Source: an optimization exercise on an open RTL-to-GDS flow (aim: small area, a short achievable clock period and few clock cycles). Production flows keep margins and buffers that such runs may drop. RTL that was checked went through simulation tests only; none was proved equivalent to the original. Power and IR drop assume default switching activity.

==> flow/design.v (excerpt) <==
module CPU (
	input  wire         clk,
	input  wire         rst,
	output wire         imem_req,
	output wire [31:0]  imem_addr,
	input  wire         imem_ack,
	input  wire [127:0] imem_line,
	output wire [31:0]  dmem_addr,
	input  wire [31:0]  dmem_rdata,
	output wire         dmem_we,
	output wire [1:0]   dmem_wsize,
	output wire [31:0]  dmem_wdata,
	output wire         commit,
	output wire [31:0]  commit_pc,
	output wire         commit_wen,
	output wire [4:0]   commit_rd,
	output wire [31:0]  commit_wdata
);
==> flow/config.mk <==
export PLATFORM = sky130hd
export DESIGN_NAME = CPU
export DESIGN_NICKNAME = CPU
export VERILOG_FILES = /design/flow/design.v
export SDC_FILE = /design/flow/constraint.sdc
export NUM_CORES = 8
export LEC_CHECK = 0
export CAP_MARGIN = 20
export CORE_MARGIN = 2
export CORE_UTILIZATION = 30
export PLACE_DENSITY = 0.4
export SLEW_MARGIN = 20
==> flow/constraint.sdc <==
create_clock -name core_clock -period 90.0 [get_ports {clk}]
set_input_delay 18.0000 -clock core_clock [delete_from_list [all_inputs] [get_ports {clk}]]
set_output_delay 18.0000 -clock core_clock [all_outputs]
set_load 0.01 [all_outputs]
standard.sh (not shown) runs the stock make flow with config.mk's settings and CLKGATE_MAP_FILE= SYNTH_SCRIPT=/design/flow/synth_recipe.tcl, a recipe that flattens the netlist after the stock synthesis.
==> flow/flow/run.sh <==
#!/bin/bash
# The standard layout with three changes to how it is made (the clock
# and constraints stay as given):
#  - timing repair aims at paths well inside the clock period,
#  - larger clock-tree leaf clusters and no dummy clock loads,
#  - plain buffers on the ports.
export SETUP_SLACK_MARGIN=71
export CTS_ARGS="-sink_clustering_enable -repair_clock_nets -dont_use_dummy_load -sink_clustering_size 24 -sink_clustering_max_diameter 90"
export BUFFER_PORTS_ARGS="-buffer_cell sky130_fd_sc_hd__buf_2"
bash standard.sh > standard.log 2>&1
Testbench counts at the start, summed over its fixed seeds: cycles 56,298.
Then changed:
--- a/flow/flow/run.sh
+++ b/flow/flow/run.sh
@@ -8 +8 @@
-export CTS_ARGS="-sink_clustering_enable -repair_clock_nets -dont_use_dummy_load -sink_clustering_size 24 -sink_clustering_max_diameter 90"
+export CTS_ARGS="-sink_clustering_enable -repair_clock_nets -dont_use_dummy_load -sink_clustering_size 20 -sink_clustering_max_diameter 120"
The new run went through all stages and came out clean.
Clock skew shrinks by 0.024 ns.
Clock power is about the same.
Register-to-register slack is better by 0.10 ns.
Critical path depth is unchanged.
Die area stays the same.
Setup slack is better by 0.0054 ns.

* * *

CPU, a different RTL version from the one above (not shown whole).
Size in the first run: roughly 13000 cells after synthesis, roughly 2600 flip-flops, roughly 150000 um2 of cells after synthesis.
// CPU
module CPU (
	input  wire         clk,
	input  wire         rst,
	output wire         imem_req,
	output wire [31:0]  imem_addr,
	input  wire         imem_ack,
	input  wire [127:0] imem_line,
	output wire [31:0]  dmem_addr,
	input  wire [31:0]  dmem_rdata,
	output wire         dmem_we,
	output wire [1:0]   dmem_wsize,
	output wire [31:0]  dmem_wdata,
	output wire         commit,
	output wire [31:0]  commit_pc,
	output wire         commit_wen,
	output wire [4:0]   commit_rd,
	output wire [31:0]  commit_wdata
);
export LEC_CHECK = 0
export CAP_MARGIN = 20
export CORE_MARGIN = 2
export CORE_UTILIZATION = 45
export PLACE_DENSITY = 0.52
export SLEW_MARGIN = 20
create_clock -name core_clock -period 90.0 [get_ports {clk}]
==> flow/flow/run.sh <==
#!/bin/bash
# The standard layout with three changes to how it is made (the clock
# and constraints stay as given):
#  - timing repair aims at paths well inside the clock period,
#  - larger clock-tree leaf clusters and no dummy clock loads,
#  - plain buffers on the ports.
export SETUP_SLACK_MARGIN=70.5
export CTS_ARGS="-sink_clustering_enable -repair_clock_nets -dont_use_dummy_load -sink_clustering_size 20 -sink_clustering_max_diameter 120"
export BUFFER_PORTS_ARGS="-buffer_cell sky130_fd_sc_hd__buf_2"
bash standard.sh > standard.log 2>&1
The first run completed without violations.
Testbench counts at the start, summed over its fixed seeds: cycles 55,937.
==> next run, changes <==
--- a/flow/flow/run.sh
+++ b/flow/flow/run.sh
@@ -7,3 +7,3 @@
 export SETUP_SLACK_MARGIN=70.5
-export CTS_ARGS="-sink_clustering_enable -repair_clock_nets -dont_use_dummy_load -sink_clustering_size 20 -sink_clustering_max_diameter 120"
+export CTS_ARGS="-sink_clustering_enable -repair_clock_nets -dont_use_dummy_load -sink_clustering_size 32 -sink_clustering_max_diameter 70"
 export BUFFER_PORTS_ARGS="-buffer_cell sky130_fd_sc_hd__buf_2"
CORE_UTILIZATION = 40   (was 45)
PLACE_DENSITY = 0.6   (was 0.52)
=> With this change the flow finished but failed the layout checks on antenna violations; clock-buffer cell count climbs by 19; non-clock buffer count drops by 44; combinational power drops by about 5%; first-iteration DRC count climbs by 6.2%; synthesized cell count is unchanged.
==> next run, changes <==
--- a/flow/flow/run.sh
+++ b/flow/flow/run.sh
@@ -7,3 +7,3 @@
 export SETUP_SLACK_MARGIN=70.5
-export CTS_ARGS="-sink_clustering_enable -repair_clock_nets -dont_use_dummy_load -sink_clustering_size 32 -sink_clustering_max_diameter 70"
+export CTS_ARGS="-sink_clustering_enable -repair_clock_nets -dont_use_dummy_load -sink_clustering_size 20 -sink_clustering_max_diameter 120"
 export BUFFER_PORTS_ARGS="-buffer_cell sky130_fd_sc_hd__buf_2"
PLACE_DENSITY = 0.5   (was 0.6)
After rerunning: The changed run passed the timing, design-rule and antenna checks; area after synthesis does not change; utilization shrinks by 0.12 points; sequential power hardly moves; worst setup slack improves by 0.065 ns.
==> next run, changes <==
GPL_TIMING_DRIVEN = 1   (was unset)
The changed run finished with timing, DRC and antenna clean.
Global-route usage does not change.
Count of clock-buffer cells in the layout is unchanged.
Cell count stays the same.
Sequential cell count does not change.
Utilization does not change.

* * *

Another version of the RTL of CPU (not shown whole).
For scale: ~2,500 flip-flops, about 0.15 mm^2 of cells after synthesis.
export LEC_CHECK = 0
export CAP_MARGIN = 20
export CORE_MARGIN = 2
export CORE_UTILIZATION = 30
export PLACE_DENSITY = 0.4
export SLEW_MARGIN = 20
create_clock -name core_clock -period 90.0 [get_ports {clk}]
==> flow/flow/run.sh <==
#!/bin/bash
# The standard layout with three changes to how it is made (the clock
# and constraints stay as given):
#  - timing repair aims at paths well inside the clock period,
#  - smaller clock buffers at the leaves and no dummy clock loads,
#  - plain buffers on the ports.
export SETUP_SLACK_MARGIN=71
export CTS_ARGS="-sink_clustering_enable -repair_clock_nets -dont_use_dummy_load -root_buf sky130_fd_sc_hd__clkbuf_16 -buf_list {sky130_fd_sc_hd__clkbuf_8}"
export BUFFER_PORTS_ARGS="-buffer_cell sky130_fd_sc_hd__buf_2"
bash standard.sh > standard.log 2>&1
Then changed:
==> flow/flow/run.sh (replaced) <==
#!/bin/bash
# The standard layout, with the timing repair aimed at paths well
# inside the clock period (the clock and constraints stay as given).
export SETUP_SLACK_MARGIN=71
bash standard.sh > standard.log 2>&1
Effect:
- power increases by 8.2%
- non-clock buffer count does not change
- die area stays the same
- cell area increases by about 2.5%
- count of clock-buffer cells in the layout decreases by 71
No functional check of the RTL was part of any run of this note.

* * *

Another version of the RTL of CPU (not shown whole).
Size: ~2600 flip-flops, ~330 I/O pins.
## CPU
module CPU (
	input  wire         clk,
	input  wire         rst,
	output wire         imem_req,
	output wire [31:0]  imem_addr,
	input  wire         imem_ack,
	input  wire [127:0] imem_line,
	output wire [31:0]  dmem_addr,
	input  wire [31:0]  dmem_rdata,
	output wire         dmem_we,
	output wire [1:0]   dmem_wsize,
	output wire [31:0]  dmem_wdata,
	output wire         commit,
	output wire [31:0]  commit_pc,
	output wire         commit_wen,
	output wire [4:0]   commit_rd,
	output wire [31:0]  commit_wdata
);
clock: 90.0 ns
lec_check: 0
cap_margin: 20
core_margin: 2
core_utilization: 40
place_density: 0.5
slew_margin: 20
==> flow/flow/run.sh <==
#!/bin/bash
# The standard layout with three changes to how it is made (the clock
# and constraints stay as given):
#  - timing repair aims at paths well inside the clock period,
#  - larger clock-tree leaf clusters and no dummy clock loads,
#  - plain buffers on the ports.
export SETUP_SLACK_MARGIN=71
export CTS_ARGS="-sink_clustering_enable -repair_clock_nets -dont_use_dummy_load -sink_clustering_size 20 -sink_clustering_max_diameter 120"
export BUFFER_PORTS_ARGS="-buffer_cell sky130_fd_sc_hd__buf_2"
bash standard.sh > standard.log 2>&1
The first run ran to the end with no violations.
Change:
--- a/flow/flow/run.sh
+++ b/flow/flow/run.sh
@@ -5,5 +5,5 @@
 #  - larger clock-tree leaf clusters and no dummy clock loads,
 #  - plain buffers on the ports.
-export SETUP_SLACK_MARGIN=71
+export SETUP_SLACK_MARGIN=70.5
 export CTS_ARGS="-sink_clustering_enable -repair_clock_nets -dont_use_dummy_load -sink_clustering_size 20 -sink_clustering_max_diameter 120"
 export BUFFER_PORTS_ARGS="-buffer_cell sky130_fd_sc_hd__buf_2"
- CORE_UTILIZATION: 40 -> 30
- PLACE_DENSITY: 0.5 -> 0.4
After rerunning:
- synthesized cell count is unchanged
- area after synthesis is unchanged
- clock-buffer cell count rose by 8
- routed wire length rose by 7.2%
- cell area grows by about 1.2%
- final cell count increases by about 9%
- worst hold slack barely changes
- non-clock buffer count grows by 49
- sequential power hardly moves
Change:
--- a/flow/flow/run.sh
+++ b/flow/flow/run.sh
@@ -5,5 +5,5 @@
 #  - larger clock-tree leaf clusters and no dummy clock loads,
 #  - plain buffers on the ports.
-export SETUP_SLACK_MARGIN=70.5
+export SETUP_SLACK_MARGIN=71
 export CTS_ARGS="-sink_clustering_enable -repair_clock_nets -dont_use_dummy_load -sink_clustering_size 20 -sink_clustering_max_diameter 120"
 export BUFFER_PORTS_ARGS="-buffer_cell sky130_fd_sc_hd__buf_2"
After rerunning:
- The changed run went through all stages and came out clean
- synthesized area stays the same
- power rose by 0.34%
- die area stays the same
- sequential power stays flat
No functional check of the RTL was part of any run of this note.

* * *

Setup of the previous run:
Another version of the RTL of CPU (not shown whole).
For scale: ~13000 cells after synthesis, roughly 2600 flip-flops, about 330 I/O pins, roughly 0.15 mm2 of cells after synthesis.
clock: 90.0 ns
lec_check: 0
cap_margin: 5
core_margin: 2
core_utilization: 40
place_density: 0.5
slew_margin: 5
==> flow/flow/run.sh <==
#!/bin/bash
# The standard layout with three changes to how it is made (the clock
# and constraints stay as given):
#  - timing repair aims at paths well inside the clock period,
#  - larger clock-tree leaf clusters and no dummy clock loads,
#  - plain buffers on the ports.
export SETUP_SLACK_MARGIN=70.5
export CTS_ARGS="-sink_clustering_enable -repair_clock_nets -dont_use_dummy_load -sink_clustering_size 20 -sink_clustering_max_diameter 120"
export BUFFER_PORTS_ARGS="-buffer_cell sky130_fd_sc_hd__buf_2"
bash standard.sh > standard.log 2>&1
What the final checks of the previous run revealed, after a flow that finished every stage, was a layout that fails on capacitance limit, slew limit.
Testbench counts of the previous run, summed over its fixed seeds: cycles 55,824.
For the current run, these inputs were changed with respect to the previous run:
Settings: a change of SLEW_MARGIN from 5 to 20; a change of CAP_MARGIN from 5 to 20.
Notes after the runs:
The current run finished every step from synthesis to the final layout, and the layout passed the timing, design-rule and antenna checks.
Final design area excluding fillers of the previous run is on par with the current run.
On total number of vias, the previous run and the current run are neck and neck.
The previous run and the current run ended up with nearly the same power per cell area.
Between the previous run and the current run, the flow reports wire length on met3 decreasing slightly.
There was hardly any difference in number of standard cells in the final layout excluding fillers between the previous run and the current run.
On via count of the first global-routing pass, the previous run and the current run are neck and neck.

afterwards: timing with drivers on the ports:
How much do the figures lean on ideal ports? The routed layouts below were timed once more, with nothing changed but the port constraints. Step 1 sets driving cells, clkbuf_16 on the clock port and buf_2 on the other inputs (assumed; they add their load-dependent delay and slew). Step 2 also shifts input and output timing later by t, the mid clock arrival at the registers, as if the neighbouring blocks saw the same clock. Slacks: ideal / step 1 / step 2; pairs: ideal / step 1.
| run | shift t [ns] | setup WS [ns] | worst hold slack (ns) | worst setup path after step 2 |
|---|---|---|---|---|
| the first run of note 1 | 1.004 | 70.430 / 70.314 / 70.099 | 0.330 / 0.330 / 0.330 | input to register |
| the second run of note 1 | 1.022 | 70.435 / 70.317 / 70.022 | 0.317 / 0.317 / 0.317 | input to register |
| the first run of note 2 | 1.028 | 70.436 / 70.320 / 70.186 | 0.333 / 0.333 / 0.333 | input to register |
| the second run of note 2 | 1.055 | 70.401 / 70.278 / 69.942 | 0.311 / 0.311 / 0.311 | input to register |
| the third run of note 2 | 1.005 | 70.466 / 70.357 / 70.046 | 0.322 / 0.322 / 0.322 | input to register |
| the fourth run of note 2 | 1.005 | 70.466 / 70.357 / 70.046 | 0.322 / 0.322 / 0.322 | input to register |
| the first run of note 3 | 1.187 | 70.200 / 70.069 / 70.038 | 0.303 / 0.303 / 0.303 | input to register |
| the second run of note 3 | 1.117 | 70.278 / 70.142 / 69.980 | 0.314 / 0.314 / 0.314 | input to register |
| the first run of note 4 | 1.031 | 70.479 / 70.364 / 70.095 | 0.328 / 0.328 / 0.328 | input to register |
| the second run of note 4 | 1.028 | 70.385 / 70.261 / 69.697 | 0.329 / 0.329 / 0.329 | input to register |
| the third run of note 4 | 1.042 | 70.365 / 70.233 / 70.204 | 0.328 / 0.328 / 0.328 | input to register |
| the previous run | 1.020 | 70.442 / 70.333 / 69.981 | 0.330 / 0.330 / 0.330 | input to register |
| the current run | 1.002 | 70.445 / 70.341 / 70.078 | 0.329 / 0.329 / 0.329 | input to register |
For the second run of note 4, which loses most, drivers alone change the setup slack by -0.124 ns; drivers and shift together by -0.688 ns.
